From an optimization exercise on the open Yosys and OpenROAD flow, aimed at small area and a short achievable clock period; shortcuts taken in it are not production practice.
Where RTL was checked, it was by simulation tests only, not by an equivalence proof against the original.

main:
Design perceptron_top, start of the top module:
module perceptron_top #(
    parameter WIDTH = 16
  ) (
    input clk,
    input reset,
    input      val_i,
    output     rdy_o,
    output     val_o,
    input      rdy_i,
    input  [1:0] W1W0b_en_i,
    input        b_i,
    input        W0_i,
    input        W1_i,
    input signed [WIDTH-1:0] X0_i,
    input signed [WIDTH-1:0] X1_i,
    output     Y_o
);
Size in the first run: about 1,500 cells after synthesis, ~44 I/O pins.
==> flow/config.mk <==
export PLATFORM = sky130hd
export DESIGN_NAME = perceptron_top
export DESIGN_NICKNAME = perceptron_top
export VERILOG_FILES = /design/flow/design.v
export SDC_FILE = /design/flow/constraint.sdc
export NUM_CORES = 4
export LEC_CHECK = 0
export CAP_MARGIN = 20
export CORE_MARGIN = 2
export CORE_UTILIZATION = 40
export SETUP_SLACK_MARGIN = 3.5
export SLEW_MARGIN = 20
export SYNTH_HIERARCHICAL = 1
export SYNTH_MINIMUM_KEEP_SIZE = 0
==> flow/constraint.sdc <==
create_clock -name core_clock -period 9.0 [get_ports {clk}]
set_input_delay 1.8000 -clock core_clock [delete_from_list [all_inputs] [get_ports {clk}]]
set_output_delay 1.8000 -clock core_clock [all_outputs]
set_load 0.01 [all_outputs]
standard.sh (not shown) runs the stock make flow with config.mk's settings and CLKGATE_MAP_FILE= SYNTH_SCRIPT=/design/flow/synth_recipe.tcl, a recipe that flattens the netlist after the stock synthesis.
==> flow/flow/run.sh <==
#!/bin/bash
# The standard layout (standard.sh, unchanged synthesis and steps), with
# the port buffers made of a plain buffer cell instead of the delay buffer
# that buffer_ports picks by default.  ORFS keeps each step's log under
# orfs/logs/; make's own output goes to make.log here.
set -euo pipefail
bash standard.sh BUFFER_PORTS_ARGS="-buffer_cell sky130_fd_sc_hd__buf_2" finish > make.log 2>&1
Modified inputs, the feature branch compared to main
diff --git a/flow/design.v b/flow/design.v
--- a/flow/design.v
+++ b/flow/design.v
@@ -47,21 +47,25 @@
 );
 reg [15:0] w0, w1, b;
 wire sh_w1 = ~reset & (W1W0b_en_i == 2'b11);
 wire sh_w0 = ~reset & (W1W0b_en_i == 2'b10);
 wire sh_b  = ~reset & (W1W0b_en_i == 2'b01);
 wire ho_w1 = ~reset & ~(W1W0b_en_i == 2'b11);
 wire ho_w0 = ~reset & ~(W1W0b_en_i == 2'b10);
 wire ho_b  = ~reset & ~(W1W0b_en_i == 2'b01);
+wire [15:0] w1_d, w0_d, b_d;
+ao22m u_w1d [15:0] (.a({w1[14:0], W1_i}), .b(sh_w1), .c(w1), .d(ho_w1), .y(w1_d));
+ao22m u_w0d [15:0] (.a({w0[14:0], W0_i}), .b(sh_w0), .c(w0), .d(ho_w0), .y(w0_d));
+ao22m u_bd  [15:0] (.a({b[14:0],  b_i}),  .b(sh_b),  .c(b),  .d(ho_b),  .y(b_d));
 always @ (posedge clk)
 begin
-  w1 <= ({w1[14:0], W1_i} & {16{sh_w1}}) | (w1 & {16{ho_w1}});
-  w0 <= ({w0[14:0], W0_i} & {16{sh_w0}}) | (w0 & {16{ho_w0}});
-  b  <= ({b[14:0],  b_i}  & {16{sh_b}})  | (b  & {16{ho_b}});
+  w1 <= w1_d;
+  w0 <= w0_d;
+  b  <= b_d;
 end
 wire [15:0] wn0a, wn0b, wn1a, wn1b;
 invm u_wn0a [15:0] (.a(w0), .y(wn0a));
 invm u_wn0b [15:0] (.a(w0), .y(wn0b));
 invm u_wn1a [15:0] (.a(w1), .y(wn1a));
 invm u_wn1b [15:0] (.a(w1), .y(wn1b));
 wire [7:0] neg0_d, one0_d, two0_d, neg1_d, one1_d, two1_d;
 genvar gi;
@@ -1142,16 +1146,19 @@
 assign G1202 = G1189 | (P1190 & G1201);
 assign Y_o = ~(1'b1 ^ G1202);
 endmodule
 module booth_enc (input xh, input xm, input xl, output neg, output one, output two);
   assign neg = xh;
   assign one = xm ^ xl;
   assign two = (xh ^ xm) & ~(xm ^ xl);
 endmodule
+module ao22m (input a, input b, input c, input d, output y);
+  assign y = (a & b) | (c & d);
+endmodule
 module invm (input a, output y);
   assign y = ~a;
 endmodule
 module oai22m (input a, input b, input c, input d, output y);
   assign y = ~((a | b) & (c | d));
 endmodule
 module nor2m (input a, input b, output y);
   assign y = ~(a | b);
==> notes.md <==
Multi-input gate count on the feature branch is down relative to main. Count of clock-net buffers in the final layout grows by more than 10% when moving from main to the feature branch. Lower period utilization was reported by the feature branch, not main. The feature branch against main: sum of met2 wire segment lengths after detailed routing increased 85 um; simple-gate portion of the synthesized area decreased 2.5 points; setup slack increased 0.042 ns. The synthesis-to-layout area growth reported for the feature branch is greater than that of main by 0.71 points. Diff main -> the feature branch: data required time at the worst endpoint neither gained nor lost much; area after synthesis lost 1.6%. Diff the feature branch..main | number of sequential cells in the layout | unchanged. When the final numbers for main and the feature branch were put side by side, the die area turned out to be greater in main. The feature branch ends up with lower maximum single-stage delay on the critical path than main does.
For main, only the layout was checked, not whether the RTL still works.

========
perceptron_top, a different RTL version from the one above (not shown whole).
For scale: about 1300 cells after synthesis, roughly 44 I/O pins, ~14000 µm² of cells after synthesis.
==> flow/design.v (excerpt) <==
module perceptron_top #(
    parameter WIDTH = 16
  ) (
    input clk,
    input reset,
    input      val_i,
    output     rdy_o,
    output     val_o,
    input      rdy_i,
    input  [1:0] W1W0b_en_i,
    input        b_i,
    input        W0_i,
    input        W1_i,
    input signed [WIDTH-1:0] X0_i,
    input signed [WIDTH-1:0] X1_i,
    output     Y_o
);
wire en_egress;
wire en_ingress;
perceptron_ctrl ctrl (
  .clk        (clk),
  .reset      (reset),
  .W1W0b_en_i (W1W0b_en_i),
  .en_egress  (en_egress),
  .en_ingress (en_ingress),
  .val_i      (val_i),
  .rdy_o      (rdy_o),
  .val_o      (val_o),
  .rdy_i      (rdy_i)
);
perceptron_dp dp (
  .clk        (clk),
  .reset      (reset),
  .en_egress  (en_egress),
  .en_ingress (en_ingress),
  .W1W0b_en_i (W1W0b_en_i),
  .b_i        (b_i),
  .W0_i       (W0_i),
  .W1_i       (W1_i),
  .X0_i       (X0_i),
  .X1_i       (X1_i),
  .Y_o        (Y_o)
);
endmodule
Settings: LEC_CHECK=0, CAP_MARGIN=20, CORE_MARGIN=2, CORE_UTILIZATION=40, SETUP_SLACK_MARGIN=5.0, SLEW_MARGIN=20, SYNTH_HIERARCHICAL=1, SYNTH_MINIMUM_KEEP_SIZE=0, TNS_END_PERCENT=0; clock period 9.0 ns.
run.sh (not shown) runs the stock make flow with config.mk's settings and CLKGATE_MAP_FILE= SYNTH_SCRIPT=/design/flow/synth_recipe.tcl, a recipe that flattens the netlist after the stock synthesis.
Stock flow here: none of the scripts above is used.
Edit:
--- a/flow/design.v
+++ b/flow/design.v
@@ -40,40 +40,38 @@
     input  [1:0] W1W0b_en_i,
     input        b_i,
     input        W0_i,
     input        W1_i,
     input  [15:0] X0_i,
     input  [15:0] X1_i,
     output Y_o
 );
 reg [15:0] w0, w1, b;
-reg [15:0] x0, x1;      
-wire [15:0] xn0 = ~x0;  
-wire [15:0] xn1 = ~x1;
+reg [15:0] xn0, xn1;    
 always @ (posedge clk)
 begin
   if (reset == 1)
   begin
     w0 <= 0;
     w1 <= 0;
     b  <= 0;
   end else begin
     if (W1W0b_en_i == 2'b11) w1 <= {w1[14:0], W1_i};
     if (W1W0b_en_i == 2'b10) w0 <= {w0[14:0], W0_i};
     if (W1W0b_en_i == 2'b01) b  <= {b[14:0], b_i};
   end
 end
 always @ (posedge clk)
 begin
   if (en_ingress == 1)
   begin
-    x0 <= X0_i;
-    x1 <= X1_i;
+    xn0 <= ~X0_i;
+    xn1 <= ~X1_i;
   end
 end
 wire onen0_0, twon0_0, nzn0_0, sel1, p2, sel3, p4, sel5, p6, sel7, p8, sel9;
 wire p10, sel11, p12, sel13, p14, sel15, p16, sel17, p18, sel19, p20, sel21;
 wire p22, sel23, p24, sel25, p26, sel27, p28, sel29, p30, sel31, p32, sel33;
 wire p34, onen0_1, twon0_1, nzn0_1, sel35, p36, sel37, p38, sel39, p40, sel41, p42;
 wire sel43, p44, sel45, p46, sel47, p48, sel49, p50, sel51, p52, sel53, p54;
 wire sel55, p56, sel57, p58, sel59, p60, sel61, p62, sel63, p64, sel65, p66;
 wire sel67, p68, onen0_2, twon0_2, nzn0_2, sel69, p70, sel71, p72, sel73, p74, sel75;
What happened:
- The new run completed with no timing, DRC or antenna violations
- core utilization fell by 0.26 points
- worst setup slack is better by 110 ps
- routed wire length stays flat
- first-iteration DRC count fell by 6.0%
- via count rose by 1.4%
- worst hold slack is worse by 24 ps
- sequential share of layout area fell by 0.15 points
No functional check of the RTL was part of any run of this note.

========
rev 12:
Another version of the RTL of perceptron_top (not shown whole).
==> flow/config.mk <==
export PLATFORM = sky130hd
export DESIGN_NAME = perceptron_top
export DESIGN_NICKNAME = perceptron_top
export VERILOG_FILES = /design/flow/design.v
export SDC_FILE = /design/flow/constraint.sdc
export NUM_CORES = 4
export LEC_CHECK = 0
export CAP_MARGIN = 20
export CORE_MARGIN = 2
export CORE_UTILIZATION = 55
export CTS_BUF_LIST = sky130_fd_sc_hd__clkbuf_8
export SETUP_SLACK_MARGIN = 4.6
export SLEW_MARGIN = 20
export SYNTH_HIERARCHICAL = 1
export SYNTH_MINIMUM_KEEP_SIZE = 0
==> flow/constraint.sdc <==
create_clock -name core_clock -period 9.0 [get_ports {clk}]
set_input_delay 1.8000 -clock core_clock [delete_from_list [all_inputs] [get_ports {clk}]]
set_output_delay 1.8000 -clock core_clock [all_outputs]
set_load 0.01 [all_outputs]
standard.sh (not shown) runs the stock make flow with config.mk's settings and CLKGATE_MAP_FILE= SYNTH_SCRIPT=/design/flow/synth_recipe.tcl, a recipe that flattens the netlist after the stock synthesis.
==> flow/flow/run.sh <==
#!/bin/bash
# The standard layout (standard.sh: unchanged synthesis and steps), with
#  - the port buffers made of a plain buffer cell instead of the delay buffer
#    that buffer_ports picks by default, and
#  - setup repair limited to resizing gates and swapping pins (no buffer
#    insertion or gate cloning).
# ORFS keeps each step's full log under orfs/logs/; make's own output goes to
# make.log here.
set -euo pipefail
bash standard.sh BUFFER_PORTS_ARGS="-buffer_cell sky130_fd_sc_hd__buf_1" \
  SETUP_MOVE_SEQUENCE="unbuffer,sizeup,swap" finish > make.log 2>&1
What rev 13 does differently from rev 12 at the input level:
--- a/flow/design.v
+++ b/flow/design.v
@@ -1,29 +1,37 @@
 module rdy_gate (input rdy_i, input busy, input reset, input [1:0] en, output rdy);
   assign rdy = (rdy_i | ~busy) & ~(reset | en[1] | en[0]);
 endmodule
+module nor3m (input a, input b, input c, output y);
+  assign y = ~(a | b | c);
+endmodule
+module ao_en (input a, input b, input c, output y);
+  assign y = (a | ~b) & c;
+endmodule
 module perceptron_ctrl (
     input        clk,
     input        reset,
     input  [1:0] W1W0b_en_i,
     output       en_egress,
     output       en_ingress,
     input        val_i,
     output       rdy_o,
     output reg   val_o,
     input        rdy_i
 );
 reg  val_o_reg;
-wire reset_internal = reset | (|W1W0b_en_i);
 wire busy = val_o & val_o_reg;
 rdy_gate u_rdy_port (.rdy_i(rdy_i), .busy(busy), .reset(reset), .en(W1W0b_en_i), .rdy(rdy_o));
-rdy_gate u_rdy_int  (.rdy_i(rdy_i), .busy(busy), .reset(reset), .en(W1W0b_en_i), .rdy(en_ingress));
+wire go;    
+nor3m u_go (.a(reset), .b(W1W0b_en_i[1]), .c(W1W0b_en_i[0]), .y(go));
+ao_en u_en_in (.a(rdy_i), .b(busy), .c(go), .y(en_ingress));
+wire reset_internal = ~go;
 assign en_egress = rdy_i | ~val_o;
 always @ (posedge clk)
 begin
   if (reset_internal == 1)
   begin
     val_o_reg <= 0;
     val_o     <= 0;
   end else begin
     if (en_ingress == 1)
       val_o_reg <= val_i;
@@ -1082,25 +1090,26 @@
 assign q1156 = c1009 | s1024;
 assign G1157 = g1155 | (q1156 & g1153);
 assign P1158 = q1156 & q1154;
 assign g1159 = c713 & s740;
 assign q1160 = c713 | s740;
 assign g1161 = c741 & s768;
 assign q1162 = c741 | s768;
 assign G1163 = g1161 | (q1162 & g1159);
 assign P1164 = q1162 & q1160;
 reg [26:0] cs;
+wire [26:0] cs_new = {P1133, G1132, P1146, G1145, P1158, G1157, s988, c969, s968, c945, s944, c921, s920, c893, s892, c865, s864, c833, s832, c801, s800, c769, P1164, G1163, P1152, G1151, G1142};
+wire [26:0] cs_d;
+wire eg_hold = ~en_egress;
+ao22m u_hcs [26:0] (.a(cs_new), .b(en_egress), .c(cs), .d(eg_hold), .y(cs_d));
 always @ (posedge clk)
-begin
-  if (en_egress == 1)
-    cs <= {P1133, G1132, P1146, G1145, P1158, G1157, s988, c969, s968, c945, s944, c921, s920, c893, s892, c865, s864, c833, s832, c801, s800, c769, P1164, G1163, P1152, G1151, G1142};
-end
+  cs <= cs_d;
 assign g1165 = cs[5] & cs[6];
 assign q1166 = cs[5] | cs[6];
 assign g1167 = cs[7] & cs[8];
 assign q1168 = cs[7] | cs[8];
 assign g1169 = cs[9] & cs[10];
 assign q1170 = cs[9] | cs[10];
 assign g1171 = cs[11] & cs[12];
 assign q1172 = cs[11] | cs[12];
 assign g1173 = cs[13] & cs[14];
 assign q1174 = cs[13] | cs[14];
## What came out
No stage failed in rev 13, and the final checks on the layout all came back clean.
Rev 12: PASS, flow complete, no timing, DRC or antenna violations
Changes observed in rev 13 relative to rev 12: non-clock buffer count dropped 15, detailed placement HPWL held steady, detailed-route wire length per cell picked up an extra 0.42%, global-route usage has increased.
Where total wire length after detailed routing is concerned, rev 12 is better than rev 13.
Compared with rev 12, in rev 13 synthesized instance count now larger; worst endpoint required time up 140 ps.
| area fraction in compound gates after synthesis | rev 13 vs rev 12 | 1.6 points higher |
Summary — share of the clock period used by the worst path, rev 13 relative to rev 12: lower, by 0.15 points.
Looking at rev 13 and rev 12, the total die area is a wash.
From rev 12 to rev 13 the numbers moved as follows: sequential element share of the synthesized area went down, number of multi-input combinational cells in the layout went up.
No functional check of the RTL was part of any run of this note.

========
## before
perceptron_top, a different RTL version from the one above (not shown whole).
For scale: about 1300 cells after synthesis, about 130 flip-flops, about 44 I/O pins.
export LEC_CHECK = 0
export CAP_MARGIN = 20
export CORE_MARGIN = 2
export CORE_UTILIZATION = 55
export CTS_BUF_LIST = sky130_fd_sc_hd__clkbuf_8
export SETUP_SLACK_MARGIN = 4.6
export SLEW_MARGIN = 20
export SYNTH_HIERARCHICAL = 1
export SYNTH_MINIMUM_KEEP_SIZE = 0
create_clock -name core_clock -period 9.0 [get_ports {clk}]
Scripts as last shown in full above: flow/flow/run.sh
before | stages: all done | timing, DRC, antenna: all pass
diff inputs: before => after
diff --git a/flow/design.v b/flow/design.v
--- a/flow/design.v
+++ b/flow/design.v
@@ -40,28 +40,28 @@
     input  [1:0] W1W0b_en_i,
     input        b_i,
     input        W0_i,
     input        W1_i,
     input  [15:0] X0_i,
     input  [15:0] X1_i,
     output Y_o
 );
 reg [15:0] wn0, wn1, b;
-wire shn_w1 = ~(~reset & (W1W0b_en_i == 2'b11));
-wire shn_w0 = ~(~reset & (W1W0b_en_i == 2'b10));
-wire hon_w1 = reset | (W1W0b_en_i == 2'b11);
-wire hon_w0 = reset | (W1W0b_en_i == 2'b10);
-wire sh_b   = ~reset & (W1W0b_en_i == 2'b01);
-wire ho_b   = ~reset & ~(W1W0b_en_i == 2'b01);
+wire sh_w1 = ~reset & (W1W0b_en_i == 2'b11);
+wire sh_w0 = ~reset & (W1W0b_en_i == 2'b10);
+wire sh_b  = ~reset & (W1W0b_en_i == 2'b01);
+wire ho_w1 = ~reset & ~(W1W0b_en_i == 2'b11);
+wire ho_w0 = ~reset & ~(W1W0b_en_i == 2'b10);
+wire ho_b  = ~reset & ~(W1W0b_en_i == 2'b01);
 wire [15:0] wn1_d, wn0_d, b_d;
-oa22m u_w1d [15:0] (.a({wn1[14:0], ~W1_i}), .b(shn_w1), .c(wn1), .d(hon_w1), .y(wn1_d));
-oa22m u_w0d [15:0] (.a({wn0[14:0], ~W0_i}), .b(shn_w0), .c(wn0), .d(hon_w0), .y(wn0_d));
-ao22m u_bd  [15:0] (.a({b[14:0],  b_i}),   .b(sh_b),   .c(b),   .d(ho_b),   .y(b_d));
+ao221m u_w1d [15:0] (.a({wn1[14:0], ~W1_i}), .b(sh_w1), .c(wn1), .d(ho_w1), .e(reset), .y(wn1_d));
+ao221m u_w0d [15:0] (.a({wn0[14:0], ~W0_i}), .b(sh_w0), .c(wn0), .d(ho_w0), .e(reset), .y(wn0_d));
+ao22m  u_bd  [15:0] (.a({b[14:0],  b_i}),  .b(sh_b),  .c(b),  .d(ho_b),  .y(b_d));
 always @ (posedge clk)
 begin
   wn1 <= wn1_d;
   wn0 <= wn0_d;
   b   <= b_d;
 end
 wire [7:0] neg0_d, one0_d, two0_d, neg1_d, one1_d, two1_d;
 genvar gi;
 generate for (gi = 0; gi < 8; gi = gi + 1) begin : g_enc
@@ -1083,24 +1083,23 @@
 assign G1157 = g1155 | (q1156 & g1153);
 assign P1158 = q1156 & q1154;
 assign g1159 = c713 & s740;
 assign q1160 = c713 | s740;
 assign g1161 = c741 & s768;
 assign q1162 = c741 | s768;
 assign G1163 = g1161 | (q1162 & g1159);
 assign P1164 = q1162 & q1160;
 reg [26:0] cs;
-wire [26:0] cs_new = {P1133, G1132, P1146, G1145, P1158, G1157, s988, c969, s968, c945, s944, c921, s920, c893, s892, c865, s864, c833, s832, c801, s800, c769, P1164, G1163, P1152, G1151, G1142};
-wire [26:0] cs_d;
-wire eg_hold = ~en_egress;
-ao22m u_hcs [26:0] (.a(cs_new), .b(en_egress), .c(cs), .d(eg_hold), .y(cs_d));
 always @ (posedge clk)
-  cs <= cs_d;
+begin
+  if (en_egress == 1)
+    cs <= {P1133, G1132, P1146, G1145, P1158, G1157, s988, c969, s968, c945, s944, c921, s920, c893, s892, c865, s864, c833, s832, c801, s800, c769, P1164, G1163, P1152, G1151, G1142};
+end
 assign g1165 = cs[5] & cs[6];
 assign q1166 = cs[5] | cs[6];
 assign g1167 = cs[7] & cs[8];
 assign q1168 = cs[7] | cs[8];
 assign g1169 = cs[9] & cs[10];
 assign q1170 = cs[9] | cs[10];
 assign g1171 = cs[11] & cs[12];
 assign q1172 = cs[11] | cs[12];
 assign g1173 = cs[13] & cs[14];
@@ -1136,20 +1135,20 @@
 assign Y_o = ~(1'b1 ^ G1202);
 endmodule
 module booth_enc (input xh, input xm, input xl, output one, output two);
   assign one = xm ^ xl;
   assign two = (xh ^ xm) & ~(xm ^ xl);
 endmodule
 module ao22m (input a, input b, input c, input d, output y);
   assign y = (a & b) | (c & d);
 endmodule
-module oa22m (input a, input b, input c, input d, output y);
-  assign y = (a | b) & (c | d);
+module ao221m (input a, input b, input c, input d, input e, output y);
+  assign y = (a & b) | (c & d) | e;
 endmodule
 module invm (input a, output y);
   assign y = ~a;
 endmodule
 module oai22m (input a, input b, input c, input d, output y);
   assign y = ~((a | b) & (c | d));
 endmodule
 module nor2m (input a, input b, output y);
   assign y = ~(a | b);
[summary]
- The more densely filled core belongs to before, not after.
- before and after ended up with nearly the same die outline height.
- Going from before to after, maximum cell stage delay along the critical path grows by 0.37 ns.
- Routed wire in after totals less than in before.
- Met3 usage: after vs before up 1.7 points
- before and after ended up with nearly the same maximum frequency.
- Global routing usage on met2 ended up 3.5 points lower on after than on before.
- The non-clock buffering overhead in the final layout was comparable across before and after.
- The lower number of flops mapped to enable cells by yosys came out of before.
No run of this note included a check of the RTL's function; only the layout flow was run.

[afterwards: timing with drivers on the ports]
No port has a modelled driver above. Below, the same layouts with a new extraction and two added sets of constraints. Step 1, drivers: a clkbuf_16 drives clk and a buf_2 each remaining input, both assumed. Step 2 moves the port delays by t, midway between the first and last clock arrival at a register: inputs arrive t later, outputs are due t later. That takes back most of the time a late clock gives input paths. Three values: no drivers, after step 1, after step 2; two values: the first two.
| run | t, ns | setup slack, ns | latest minus earliest clock arrival (ns) | slew at the worst register clock pin (ns) | worst data-port slew with drivers (ns) |
|---|---|---|---|---|---|
| main | 0.478 | 4.394 / 4.393 / 4.393 | 0.013 / 0.013 | 0.08 / 0.08 | 0.04 |
| the feature branch | 0.478 | 4.436 / 4.436 / 4.436 | 0.013 / 0.013 | 0.06 / 0.06 | 0.04 |
| the first run of note 2 | 0.441 | 4.110 / 4.110 / 4.110 | 0.020 / 0.020 | 0.10 / 0.10 | 0.04 |
| the second run of note 2 | 0.436 | 4.221 / 4.221 / 4.221 | 0.015 / 0.015 | 0.09 / 0.09 | 0.04 |
| rev 12 | 0.506 | 4.673 / 4.672 / 4.672 | 0.027 / 0.027 | 0.11 / 0.11 | 0.04 |
| rev 13 | 0.504 | 4.687 / 4.667 / 4.667 | 0.018 / 0.019 | 0.10 / 0.10 | 0.04 |
| before | 0.500 | 4.692 / 4.671 / 4.671 | 0.021 / 0.021 | 0.10 / 0.10 | 0.04 |
| after | 0.516 | 4.705 / 4.690 / 4.690 | 0.021 / 0.021 | 0.11 / 0.11 | 0.05 |
After both steps setup and hold are still met in every run listed. The setup slack of before, which loses most, moves by -0.021 ns with the drivers and by -0.021 ns with both steps.
